From an optimization exercise on the open Yosys and OpenROAD flow, aimed at small area and a short achievable clock period; shortcuts taken in it are not production practice.
The RTL was checked by simulation tests, not by an equivalence proof against the original design.
Power is estimated from default activity; no workload was simulated.

$ cat flow/run.sh
#!/bin/bash
# synth_recipe.tcl (not shown) runs the flow's synth.tcl, then flattens the netlist and writes it again
# the make line also repeats each setting of config.mk as NAME=value (left out here)
make -C /OpenROAD-flow-scripts/flow DESIGN_CONFIG=/design/flow/config.mk WORK_HOME=/design/flow/orfs CLKGATE_MAP_FILE= SYNTH_SCRIPT=/design/flow/synth_recipe.tcl finish
$ cat flow/config.mk
export PLATFORM = sky130hd
export DESIGN_NAME = divider_unsigned
export DESIGN_NICKNAME = divider_unsigned
export VERILOG_FILES = /design/flow/design.v
export SDC_FILE = /design/flow/constraint.sdc
export NUM_CORES = 4
export LEC_CHECK = 0
export CAP_MARGIN = 20
export CORE_MARGIN = 2
export CORE_UTILIZATION = 45
export PLACE_DENSITY = 0.6
export SETUP_SLACK_MARGIN = 3.0
export SLEW_MARGIN = 20
$ cat flow/constraint.sdc
create_clock -name core_clock -period 7.5 [get_ports {clk}]
set_input_delay 1.5000 -clock core_clock [delete_from_list [all_inputs] [get_ports {clk}]]
set_output_delay 1.5000 -clock core_clock [all_outputs]
set_load 0.01 [all_outputs]
$ cat flow/design.v
module divider_unsigned (
	input  wire        clk,
	input  wire        reset,
	input  wire        flush,
	input  wire [31:0] beichu,
	input  wire [31:0] chushu,
	output reg  [31:0] quotient,
	output reg  [31:0] remainder
);
	wire [0:0] i1_c = beichu[31];
	wire [1:0] i1_s = {1'b0, i1_c} - {1'b0, chushu[0:0]};
	wire i1_g = ~i1_s[1] & ~|chushu[31:1];
	wire [0:0] i1_r = i1_g ? i1_s[0:0] : i1_c;
	wire [1:0] i2_c = {i1_r, beichu[30]};
	wire [2:0] i2_s = {1'b0, i2_c} - {1'b0, chushu[1:0]};
	wire i2_g = ~i2_s[2] & ~|chushu[31:2];
	wire [1:0] i2_r = i2_g ? i2_s[1:0] : i2_c;
	reg  [1:0] s0_r;
	reg  [29:0] s0_n;
	reg  [1:0] s0_q;
	reg  [31:0] s0_d;
	reg         s0_v;
	always @(posedge clk) begin
		s0_r <= i2_r;
		s0_q <= {i1_g, i2_g};
		s0_n <= beichu[29:0];
		s0_d <= chushu;
	end
	always @(posedge clk or negedge reset) begin
		if (!reset) s0_v <= 1'b0;
		else s0_v <= ~flush & 1'b1;
	end
	wire [2:0] i3_c = {s0_r, s0_n[29]};
	wire [3:0] i3_s = {1'b0, i3_c} - {1'b0, s0_d[2:0]};
	wire i3_g = ~i3_s[3] & ~|s0_d[31:3];
	wire [2:0] i3_r = i3_g ? i3_s[2:0] : i3_c;
	wire [3:0] i4_c = {i3_r, s0_n[28]};
	wire [4:0] i4_s = {1'b0, i4_c} - {1'b0, s0_d[3:0]};
	wire i4_g = ~i4_s[4] & ~|s0_d[31:4];
	wire [3:0] i4_r = i4_g ? i4_s[3:0] : i4_c;
	reg  [3:0] s1_r;
	reg  [27:0] s1_n;
	reg  [3:0] s1_q;
	reg  [31:0] s1_d;
	reg         s1_v;
	always @(posedge clk) begin
		s1_r <= i4_r;
		s1_q <= {{s0_q, i3_g}, i4_g};
		s1_n <= s0_n[27:0];
		s1_d <= s0_d;
	end
	always @(posedge clk or negedge reset) begin
		if (!reset) s1_v <= 1'b0;
		else s1_v <= ~flush & s0_v & (|s0_d);
	end
	wire [4:0] i5_c = {s1_r, s1_n[27]};
	wire [5:0] i5_s = {1'b0, i5_c} - {1'b0, s1_d[4:0]};
	wire i5_g = ~i5_s[5] & ~|s1_d[31:5];
	wire [4:0] i5_r = i5_g ? i5_s[4:0] : i5_c;
	wire [5:0] i6_c = {i5_r, s1_n[26]};
	wire [6:0] i6_s = {1'b0, i6_c} - {1'b0, s1_d[5:0]};
	wire i6_g = ~i6_s[6] & ~|s1_d[31:6];
	wire [5:0] i6_r = i6_g ? i6_s[5:0] : i6_c;
	reg  [5:0] s2_r;
	reg  [25:0] s2_n;
	reg  [5:0] s2_q;
	reg  [31:0] s2_d;
	reg         s2_v;
	always @(posedge clk) begin
		s2_r <= i6_r;
		s2_q <= {{s1_q, i5_g}, i6_g};
		s2_n <= s1_n[25:0];
		s2_d <= s1_d;
	end
	always @(posedge clk or negedge reset) begin
		if (!reset) s2_v <= 1'b0;
		else s2_v <= ~flush & s1_v;
	end
	wire [6:0] i7_c = {s2_r, s2_n[25]};
	wire [7:0] i7_s = {1'b0, i7_c} - {1'b0, s2_d[6:0]};
	wire i7_g = ~i7_s[7] & ~|s2_d[31:7];
	wire [6:0] i7_r = i7_g ? i7_s[6:0] : i7_c;
	wire [7:0] i8_c = {i7_r, s2_n[24]};
	wire [8:0] i8_s = {1'b0, i8_c} - {1'b0, s2_d[7:0]};
	wire i8_g = ~i8_s[8] & ~|s2_d[31:8];
	wire [7:0] i8_r = i8_g ? i8_s[7:0] : i8_c;
	reg  [7:0] s3_r;
	reg  [23:0] s3_n;
	reg  [7:0] s3_q;
	reg  [31:0] s3_d;
	reg         s3_v;
	always @(posedge clk) begin
		s3_r <= i8_r;
		s3_q <= {{s2_q, i7_g}, i8_g};
		s3_n <= s2_n[23:0];
		s3_d <= s2_d;
	end
	always @(posedge clk or negedge reset) begin
		if (!reset) s3_v <= 1'b0;
		else s3_v <= ~flush & s2_v;
	end
	wire [8:0] i9_c = {s3_r, s3_n[23]};
	wire [9:0] i9_s = {1'b0, i9_c} - {1'b0, s3_d[8:0]};
	wire i9_g = ~i9_s[9] & ~|s3_d[31:9];
	wire [8:0] i9_r = i9_g ? i9_s[8:0] : i9_c;
	wire [9:0] i10_c = {i9_r, s3_n[22]};
	wire [10:0] i10_s = {1'b0, i10_c} - {1'b0, s3_d[9:0]};
	wire i10_g = ~i10_s[10] & ~|s3_d[31:10];
	wire [9:0] i10_r = i10_g ? i10_s[9:0] : i10_c;
	reg  [9:0] s4_r;
	reg  [21:0] s4_n;
	reg  [9:0] s4_q;
	reg  [31:0] s4_d;
	reg         s4_v;
	always @(posedge clk) begin
		s4_r <= i10_r;
		s4_q <= {{s3_q, i9_g}, i10_g};
		s4_n <= s3_n[21:0];
		s4_d <= s3_d;
	end
	always @(posedge clk or negedge reset) begin
		if (!reset) s4_v <= 1'b0;
		else s4_v <= ~flush & s3_v;
	end
	wire [10:0] i11_c = {s4_r, s4_n[21]};
	wire [11:0] i11_s = {1'b0, i11_c} - {1'b0, s4_d[10:0]};
	wire i11_g = ~i11_s[11] & ~|s4_d[31:11];
	wire [10:0] i11_r = i11_g ? i11_s[10:0] : i11_c;
	wire [11:0] i12_c = {i11_r, s4_n[20]};
	wire [12:0] i12_s = {1'b0, i12_c} - {1'b0, s4_d[11:0]};
	wire i12_g = ~i12_s[12] & ~|s4_d[31:12];
	wire [11:0] i12_r = i12_g ? i12_s[11:0] : i12_c;
	reg  [11:0] s5_r;
	reg  [19:0] s5_n;
	reg  [11:0] s5_q;
	reg  [31:0] s5_d;
	reg         s5_v;
	always @(posedge clk) begin
		s5_r <= i12_r;
		s5_q <= {{s4_q, i11_g}, i12_g};
		s5_n <= s4_n[19:0];
		s5_d <= s4_d;
	end
	always @(posedge clk or negedge reset) begin
		if (!reset) s5_v <= 1'b0;
		else s5_v <= ~flush & s4_v;
	end
	wire [12:0] i13_c = {s5_r, s5_n[19]};
	wire [13:0] i13_s = {1'b0, i13_c} - {1'b0, s5_d[12:0]};
	wire i13_g = ~i13_s[13] & ~|s5_d[31:13];
	wire [12:0] i13_r = i13_g ? i13_s[12:0] : i13_c;
	wire [13:0] i14_c = {i13_r, s5_n[18]};
	wire [14:0] i14_s = {1'b0, i14_c} - {1'b0, s5_d[13:0]};
	wire i14_g = ~i14_s[14] & ~|s5_d[31:14];
	wire [13:0] i14_r = i14_g ? i14_s[13:0] : i14_c;
	reg  [13:0] s6_r;
	reg  [17:0] s6_n;
	reg  [13:0] s6_q;
	reg  [31:0] s6_d;
	reg         s6_v;
	always @(posedge clk) begin
		s6_r <= i14_r;
		s6_q <= {{s5_q, i13_g}, i14_g};
		s6_n <= s5_n[17:0];
		s6_d <= s5_d;
	end
	always @(posedge clk or negedge reset) begin
		if (!reset) s6_v <= 1'b0;
		else s6_v <= ~flush & s5_v;
	end
	wire [14:0] i15_c = {s6_r, s6_n[17]};
	wire [15:0] i15_s = {1'b0, i15_c} - {1'b0, s6_d[14:0]};
	wire i15_g = ~i15_s[15] & ~|s6_d[31:15];
	wire [14:0] i15_r = i15_g ? i15_s[14:0] : i15_c;
	wire [15:0] i16_c = {i15_r, s6_n[16]};
	wire [16:0] i16_s = {1'b0, i16_c} - {1'b0, s6_d[15:0]};
	wire i16_g = ~i16_s[16] & ~|s6_d[31:16];
	wire [15:0] i16_r = i16_g ? i16_s[15:0] : i16_c;
	reg  [15:0] s7_r;
	reg  [15:0] s7_n;
	reg  [15:0] s7_q;
	reg  [31:0] s7_d;
	reg         s7_v;
	always @(posedge clk) begin
		s7_r <= i16_r;
		s7_q <= {{s6_q, i15_g}, i16_g};
		s7_n <= s6_n[15:0];
		s7_d <= s6_d;
	end
	always @(posedge clk or negedge reset) begin
		if (!reset) s7_v <= 1'b0;
		else s7_v <= ~flush & s6_v;
	end
	wire [16:0] i17_c = {s7_r, s7_n[15]};
	wire [17:0] i17_s = {1'b0, i17_c} - {1'b0, s7_d[16:0]};
	wire i17_g = ~i17_s[17] & ~|s7_d[31:17];
	wire [16:0] i17_r = i17_g ? i17_s[16:0] : i17_c;
	wire [17:0] i18_c = {i17_r, s7_n[14]};
	wire [18:0] i18_s = {1'b0, i18_c} - {1'b0, s7_d[17:0]};
	wire i18_g = ~i18_s[18] & ~|s7_d[31:18];
	wire [17:0] i18_r = i18_g ? i18_s[17:0] : i18_c;
	reg  [17:0] s8_r;
	reg  [13:0] s8_n;
	reg  [17:0] s8_q;
	reg  [31:0] s8_d;
	reg         s8_v;
	always @(posedge clk) begin
		s8_r <= i18_r;
		s8_q <= {{s7_q, i17_g}, i18_g};
		s8_n <= s7_n[13:0];
		s8_d <= s7_d;
	end
	always @(posedge clk or negedge reset) begin
		if (!reset) s8_v <= 1'b0;
		else s8_v <= ~flush & s7_v;
	end
	wire [18:0] i19_c = {s8_r, s8_n[13]};
	wire [19:0] i19_s = {1'b0, i19_c} - {1'b0, s8_d[18:0]};
	wire i19_g = ~i19_s[19] & ~|s8_d[31:19];
	wire [18:0] i19_r = i19_g ? i19_s[18:0] : i19_c;
	wire [19:0] i20_c = {i19_r, s8_n[12]};
	wire [20:0] i20_s = {1'b0, i20_c} - {1'b0, s8_d[19:0]};
	wire i20_g = ~i20_s[20] & ~|s8_d[31:20];
	wire [19:0] i20_r = i20_g ? i20_s[19:0] : i20_c;
	reg  [19:0] s9_r;
	reg  [11:0] s9_n;
	reg  [19:0] s9_q;
	reg  [31:0] s9_d;
	reg         s9_v;
	always @(posedge clk) begin
		s9_r <= i20_r;
		s9_q <= {{s8_q, i19_g}, i20_g};
		s9_n <= s8_n[11:0];
		s9_d <= s8_d;
	end
	always @(posedge clk or negedge reset) begin
		if (!reset) s9_v <= 1'b0;
		else s9_v <= ~flush & s8_v;
	end
	wire [20:0] i21_c = {s9_r, s9_n[11]};
	wire [21:0] i21_s = {1'b0, i21_c} - {1'b0, s9_d[20:0]};
	wire i21_g = ~i21_s[21] & ~|s9_d[31:21];
	wire [20:0] i21_r = i21_g ? i21_s[20:0] : i21_c;
	wire [21:0] i22_c = {i21_r, s9_n[10]};
	wire [22:0] i22_s = {1'b0, i22_c} - {1'b0, s9_d[21:0]};
	wire i22_g = ~i22_s[22] & ~|s9_d[31:22];
	wire [21:0] i22_r = i22_g ? i22_s[21:0] : i22_c;
	reg  [21:0] s10_r;
	reg  [9:0] s10_n;
	reg  [21:0] s10_q;
	reg  [31:0] s10_d;
	reg         s10_v;
	always @(posedge clk) begin
		s10_r <= i22_r;
		s10_q <= {{s9_q, i21_g}, i22_g};
		s10_n <= s9_n[9:0];
		s10_d <= s9_d;
	end
	always @(posedge clk or negedge reset) begin
		if (!reset) s10_v <= 1'b0;
		else s10_v <= ~flush & s9_v;
	end
	wire [22:0] i23_c = {s10_r, s10_n[9]};
	wire [23:0] i23_s = {1'b0, i23_c} - {1'b0, s10_d[22:0]};
	wire i23_g = ~i23_s[23] & ~|s10_d[31:23];
	wire [22:0] i23_r = i23_g ? i23_s[22:0] : i23_c;
	wire [23:0] i24_c = {i23_r, s10_n[8]};
	wire [24:0] i24_s = {1'b0, i24_c} - {1'b0, s10_d[23:0]};
	wire i24_g = ~i24_s[24] & ~|s10_d[31:24];
	wire [23:0] i24_r = i24_g ? i24_s[23:0] : i24_c;
	reg  [23:0] s11_r;
	reg  [7:0] s11_n;
	reg  [23:0] s11_q;
	reg  [31:0] s11_d;
	reg         s11_v;
	always @(posedge clk) begin
		s11_r <= i24_r;
		s11_q <= {{s10_q, i23_g}, i24_g};
		s11_n <= s10_n[7:0];
		s11_d <= s10_d;
	end
	always @(posedge clk or negedge reset) begin
		if (!reset) s11_v <= 1'b0;
		else s11_v <= ~flush & s10_v;
	end
	wire [24:0] i25_c = {s11_r, s11_n[7]};
	wire [25:0] i25_s = {1'b0, i25_c} - {1'b0, s11_d[24:0]};
	wire i25_g = ~i25_s[25] & ~|s11_d[31:25];
	wire [24:0] i25_r = i25_g ? i25_s[24:0] : i25_c;
	wire [25:0] i26_c = {i25_r, s11_n[6]};
	wire [26:0] i26_s = {1'b0, i26_c} - {1'b0, s11_d[25:0]};
	wire i26_g = ~i26_s[26] & ~|s11_d[31:26];
	wire [25:0] i26_r = i26_g ? i26_s[25:0] : i26_c;
	reg  [25:0] s12_r;
	reg  [5:0] s12_n;
	reg  [25:0] s12_q;
	reg  [31:0] s12_d;
	reg         s12_v;
	always @(posedge clk) begin
		s12_r <= i26_r;
		s12_q <= {{s11_q, i25_g}, i26_g};
		s12_n <= s11_n[5:0];
		s12_d <= s11_d;
	end
	always @(posedge clk or negedge reset) begin
		if (!reset) s12_v <= 1'b0;
		else s12_v <= ~flush & s11_v;
	end
	wire [26:0] i27_c = {s12_r, s12_n[5]};
	wire [27:0] i27_s = {1'b0, i27_c} - {1'b0, s12_d[26:0]};
	wire i27_g = ~i27_s[27] & ~|s12_d[31:27];
	wire [26:0] i27_r = i27_g ? i27_s[26:0] : i27_c;
	wire [27:0] i28_c = {i27_r, s12_n[4]};
	wire [28:0] i28_s = {1'b0, i28_c} - {1'b0, s12_d[27:0]};
	wire i28_g = ~i28_s[28] & ~|s12_d[31:28];
	wire [27:0] i28_r = i28_g ? i28_s[27:0] : i28_c;
	reg  [27:0] s13_r;
	reg  [3:0] s13_n;
	reg  [27:0] s13_q;
	reg  [31:0] s13_d;
	reg         s13_v;
	always @(posedge clk) begin
		s13_r <= i28_r;
		s13_q <= {{s12_q, i27_g}, i28_g};
		s13_n <= s12_n[3:0];
		s13_d <= s12_d;
	end
	always @(posedge clk or negedge reset) begin
		if (!reset) s13_v <= 1'b0;
		else s13_v <= ~flush & s12_v;
	end
	wire [28:0] i29_c = {s13_r, s13_n[3]};
	wire [29:0] i29_s = {1'b0, i29_c} - {1'b0, s13_d[28:0]};
	wire i29_g = ~i29_s[29] & ~|s13_d[31:29];
	wire [28:0] i29_r = i29_g ? i29_s[28:0] : i29_c;
	wire [29:0] i30_c = {i29_r, s13_n[2]};
	wire [30:0] i30_s = {1'b0, i30_c} - {1'b0, s13_d[29:0]};
	wire i30_g = ~i30_s[30] & ~|s13_d[31:30];
	wire [29:0] i30_r = i30_g ? i30_s[29:0] : i30_c;
	reg  [29:0] s14_r;
	reg  [1:0] s14_n;
	reg  [29:0] s14_q;
	reg  [31:0] s14_d;
	reg         s14_v;
	always @(posedge clk) begin
		s14_r <= i30_r;
		s14_q <= {{s13_q, i29_g}, i30_g};
		s14_n <= s13_n[1:0];
		s14_d <= s13_d;
	end
	always @(posedge clk or negedge reset) begin
		if (!reset) s14_v <= 1'b0;
		else s14_v <= ~flush & s13_v;
	end
	wire [30:0] i31_c = {s14_r, s14_n[1]};
	wire [31:0] i31_s = {1'b0, i31_c} - {1'b0, s14_d[30:0]};
	wire i31_g = ~i31_s[31] & ~|s14_d[31:31];
	wire [30:0] i31_r = i31_g ? i31_s[30:0] : i31_c;
	wire [31:0] i32_c = {i31_r, s14_n[0]};
	wire [32:0] i32_s = {1'b0, i32_c} - {1'b0, s14_d[31:0]};
	wire i32_g = ~i32_s[32];
	wire [31:0] i32_r = i32_g ? i32_s[31:0] : i32_c;
	wire ok = ~flush & s14_v;
	always @(posedge clk or negedge reset) begin
		if (!reset) begin
			quotient  <= 32'd0;
			remainder <= 32'd0;
		end else begin
			quotient  <= ok ? {{s14_q, i31_g}, i32_g} : 32'd0;
			remainder <= ok ? i32_r : 32'd0;
		end
	end
endmodule
==> results.txt <==
* Status: finished clean
* R2r setup slk at 1980 ps
* Core Footprint at about 130000 um^2
* Area of placed instances at 61760 um^2
* Final Cycle Share at 73.66%
* Die area at between 100000 and 150000 um^2
* Setup crit start kind: register
* Setup Viol. Count Final at 0
* Hold path startpoint: s8_q[5]
* Maximum clock insertion buffer count at 3
* CTS hold repair buffers at 0
* Leading cell type in the layout, fill and taps excluded: sky130_fd_sc_hd__dfxtp_1
* TritonCTS buffer count at between 100 and 150
* Sum of overflow across all layers after global routing at 0
* Post-route design area at 76470 um^2
* Num ports at 131
* Fraction of final layout cells with drive strength greater than 1 at 29.58%
* Portion of the post-synthesis area used by sequential elements at 45.58%
* Via count of the first global-routing pass at 42670
* Drt drc at 0
* Setup repair after global routing missed its margin: true
* Clock-pin slew on the worst setup and hold paths at 60 ps
* Worst min path class: reg -> reg
* R2R cell count at 24
* Maximum vdd drop at roughly 200 uV
* Worst Tran Pin Value at 929.7 ps
* Compound-Gate Fraction of Synth Area at 15.06%
* Worst Hold Path Cells at 0
* Sum Neg Setup Slack at 0 ps
* Initial Utilization at 45.37%
* GR Util All Layers at 21.46%
* Die span in y at 360.0 um
* Overall Power at 18800 uW
* Cell at the root of the clock tree: sky130_fd_sc_hd__clkbuf_16
* Number of search-and-repair iterations in the first detailed-routing pass at 5
* Post-Synthesis Net Count at 6292
* Clock network latency to the later pin of the worst-skew pair at roughly 820 ps
* Vias at about 43000
* CTS tree: built
* Synth Area per Inst at 10.07 um^2
* Dominant combinational cell family by area after synthesis: compound AO/OA/AOI/OAI gates
* Pwr per Cell Area at between 200 and 250 nW/um^2
* Final hold viol count at 0
* Average wire per cell in the routed design at 17.73 um
* Worst-case headroom to the max-slew limit at 37.68%
* Clock tree skew after final layout at 51.10 ps
* Number of max-slew violations in the final report at 0
* 1st-iter DRT viols at 2322
* Worst path required time at 8160 ps
* Post-Synthesis Cells at 5667
* H-tree Lvls at 4
* Number of storage elements in the synthesis netlist at 1279
* Via density per instance at approximately 5.3
* Post-synth EDFFs at 0
* Kind of critical path: reg -> reg
* Routed wire length at 144.7 mm
* Yosys Warn Count at 1
* Hold Crit Endpoint: s9_q[7]
* Kind of end point of the critical path: register
* Maximum number of pins on one net before global-route repair at 53
* Max-cap violations at 0
* Post-Syn Area at 57040 um^2
* Fraction of the mapped netlist area in adder cells at between 10% and 20%
* Top fanout value on the critical path at 7
* Minimum clock period at 5525 ps
* Basic-gate share of the synthesized area counting and, or, nand and nor cells at between 10% and 20%
* Minimum hold slack at roughly 280 ps
* Critical register-to-register path startpoint: s13_d[5]
* Commonest cells after routing, fill and taps aside: sky130_fd_sc_hd__dfxtp_1, sky130_fd_sc_hd__inv_1, sky130_fd_sc_hd__buf_4
* Post-DP HPWL at 96.50 mm
* Synthesis-to-layout area growth at 34.06%
* Number of port buffers at 130
* CP arrival at 6190 ps
* Multiplexer area fraction after synthesis at 6.795%
* Sink Count at 1279
* Synthesized-area fraction occupied by xor and xnor cells at 5.789%
* Distinct cell type count after synthesis at 90
* Leak at 0.03345 uW
* Antenna violations before repair at 2
* Global-route wire length before repair at 224.4 mm
* Timing-limited maximum frequency at 181.0 MHz
* Critical Path Source: s13_d[5]
* Horizontal extent of the die at 360.0 um
* Row Count at 130
* Final weighted congestion in routability-driven placement at ~0.88
* Residual antenna-violating net count after detailed routing at 0
* Reg2reg end: s14_r[11]
* Proportion of register bits with asynchronous set or reset after synthesis at 6.177%
* Primary flip-flop cell chosen by synthesis mapping: sky130_fd_sc_hd__dfxtp_1
* Nets at 7024
## critical path, stage by stage, from the launching register on
cell	delay (ps)
sky130_fd_sc_hd__dfxtp_2	330
sky130_fd_sc_hd__inv_2	50
sky130_fd_sc_hd__ha_4	230
sky130_fd_sc_hd__or4_4	480
sky130_fd_sc_hd__o211a_1	180
sky130_fd_sc_hd__nand4_1	190
sky130_fd_sc_hd__a21oi_2	130
sky130_fd_sc_hd__o31ai_2	300
sky130_fd_sc_hd__o211ai_1	160
sky130_fd_sc_hd__a22oi_2	160
sky130_fd_sc_hd__buf_6	180
sky130_fd_sc_hd__buf_16	140
sky130_fd_sc_hd__mux2_4	320
sky130_fd_sc_hd__fa_2	420
sky130_fd_sc_hd__nor2b_4	150
sky130_fd_sc_hd__o31ai_4	80
sky130_fd_sc_hd__a21oi_4	190
sky130_fd_sc_hd__a21boi_2	100
sky130_fd_sc_hd__a21bo_2	260
sky130_fd_sc_hd__o21ai_4	200
sky130_fd_sc_hd__nand3b_1	100
sky130_fd_sc_hd__a2111o_2	450
sky130_fd_sc_hd__buf_12	190
sky130_fd_sc_hd__inv_16	100
sky130_fd_sc_hd__mux2_4	300
## Yosys cell counts, drive strengths merged, types with 48 or more instances
library cell | n | area (um^2)
o21ai | 307 | 1544
nand2b | 63 | 394.1
and2 | 55 | 344.1
dfrtp | 79 | 1977
a21oi | 386 | 1939
nor2b | 90 | 563.0
nor3 | 81 | 416.7
ha | 527 | 6594
nand2 | 295 | 1107
nor2 | 343 | 1287
xor2 | 139 | 1217
mux2 | 298 | 3386
mux2i | 49 | 490.5
inv | 459 | 1723
a31oi | 48 | 306.5
nand3 | 79 | 395.4
xnor2 | 238 | 2085
dfxtp | 1200 | 24020
o21a | 81 | 608.1
a21o | 161 | 1209
nor4 | 63 | 400.4
## per-stage QoR
stage | setup WS [ps] | std cells | utilization, %
6_report | 1975 | 8159 | 60.82
5_1_grt | 1818 | 8158 | 60.82
3_3_place_gp | 1112 | 7389 | 49.12
2_1_floorplan | 2440 | 5667 | -
4_1_cts | 2064 | 8025 | 58.63
3_5_place_dp | 1088 | 7389 | 49.12
## cell type report
cell class	instances	area (um^2)
clock inverters	67	1067
inverters	463	1868
clock buffers	178	3751
flip-flops and latches	1279	26150
multi-input cells	3854	34930
fillers	10160	49260
well taps	1650	2064
repair buffers	656	6439
diodes	1	2.502
repair inverters	11	196.4
## metal layers
layer,wire [um],track usage (%),vias to the layer above
met2,70440,37.33,856
met4,4671,6.986,0
met3,5718,3.475,273
met5,0,0,-
met1,63820,27.00,20470
li1,-,-,21410
## report_power, final
part | internal [uW] | leakage (uW) | switching, uW
logic | 2250 | 0.0200 | 2250
clock network | 4070 | 0.00231 | 2900
registers | 7110 | 0.0111 | 215
## worst max-delay path by stage
| stage | slack [ps] | cells after the start | endpoint |
|---|---|---|---|
| floorplan | 2440 | 25 | s8_r[10] |
| global placement | 1110 | 23 | s14_r[11] |
| detailed placement | 1090 | 23 | s14_r[11] |
| CTS | 2060 | 24 | s14_r[11] |
| global route | 1820 | 25 | s14_r[15] |
| finish | 1980 | 24 | s14_r[11] |
## kinds of logic (layout without fill, tap and decap cells)
family / count (synthesis) / in the layout
muxes: 347 / 347
AOI/OAI and AO/OA: 1338 / 1344
other: 0 / 1
buffers and inverters: 542 / 1375
DFF: 1279 / 1279
and+or+nand+nor: 1226 / 1228
adders and majority gates: 558 / 558
xor gates and xnor gates: 377 / 377
## timing repair
action | 4_1_cts | 5_1_grt
pin swaps | 261 | 275
setup endpoints to repair | 273 | 277
setup buffers | 357 | 132
gates resized for setup | 793 | 402
gates cloned | 34 | 1

## port drivers added, routing unchanged
In the flow no input, the clock included, has a driving cell. The finished layout below was timed again as built, in two steps.
Step 1 assumes that a clkbuf_16 drives the clock port and a buf_2 every other input.
Step 2, shift: input delay + t, output delay - t, t = (earliest + latest rising clock arrival at the registers) / 2. This alone moves slack from input paths to output paths.
a / b / c = ideal / step 1 / step 2; a / b = the first two.
t (ns): 0.855
slack for setup (ns): 1.975 / 1.975 / 1.975
hold WS [ns]: 0.284 / 0.284 / 0.284
After both steps setup and hold are still met in this run. For this run, drivers alone change the setup slack by 0.000 ns; drivers and shift together by 0.000 ns.
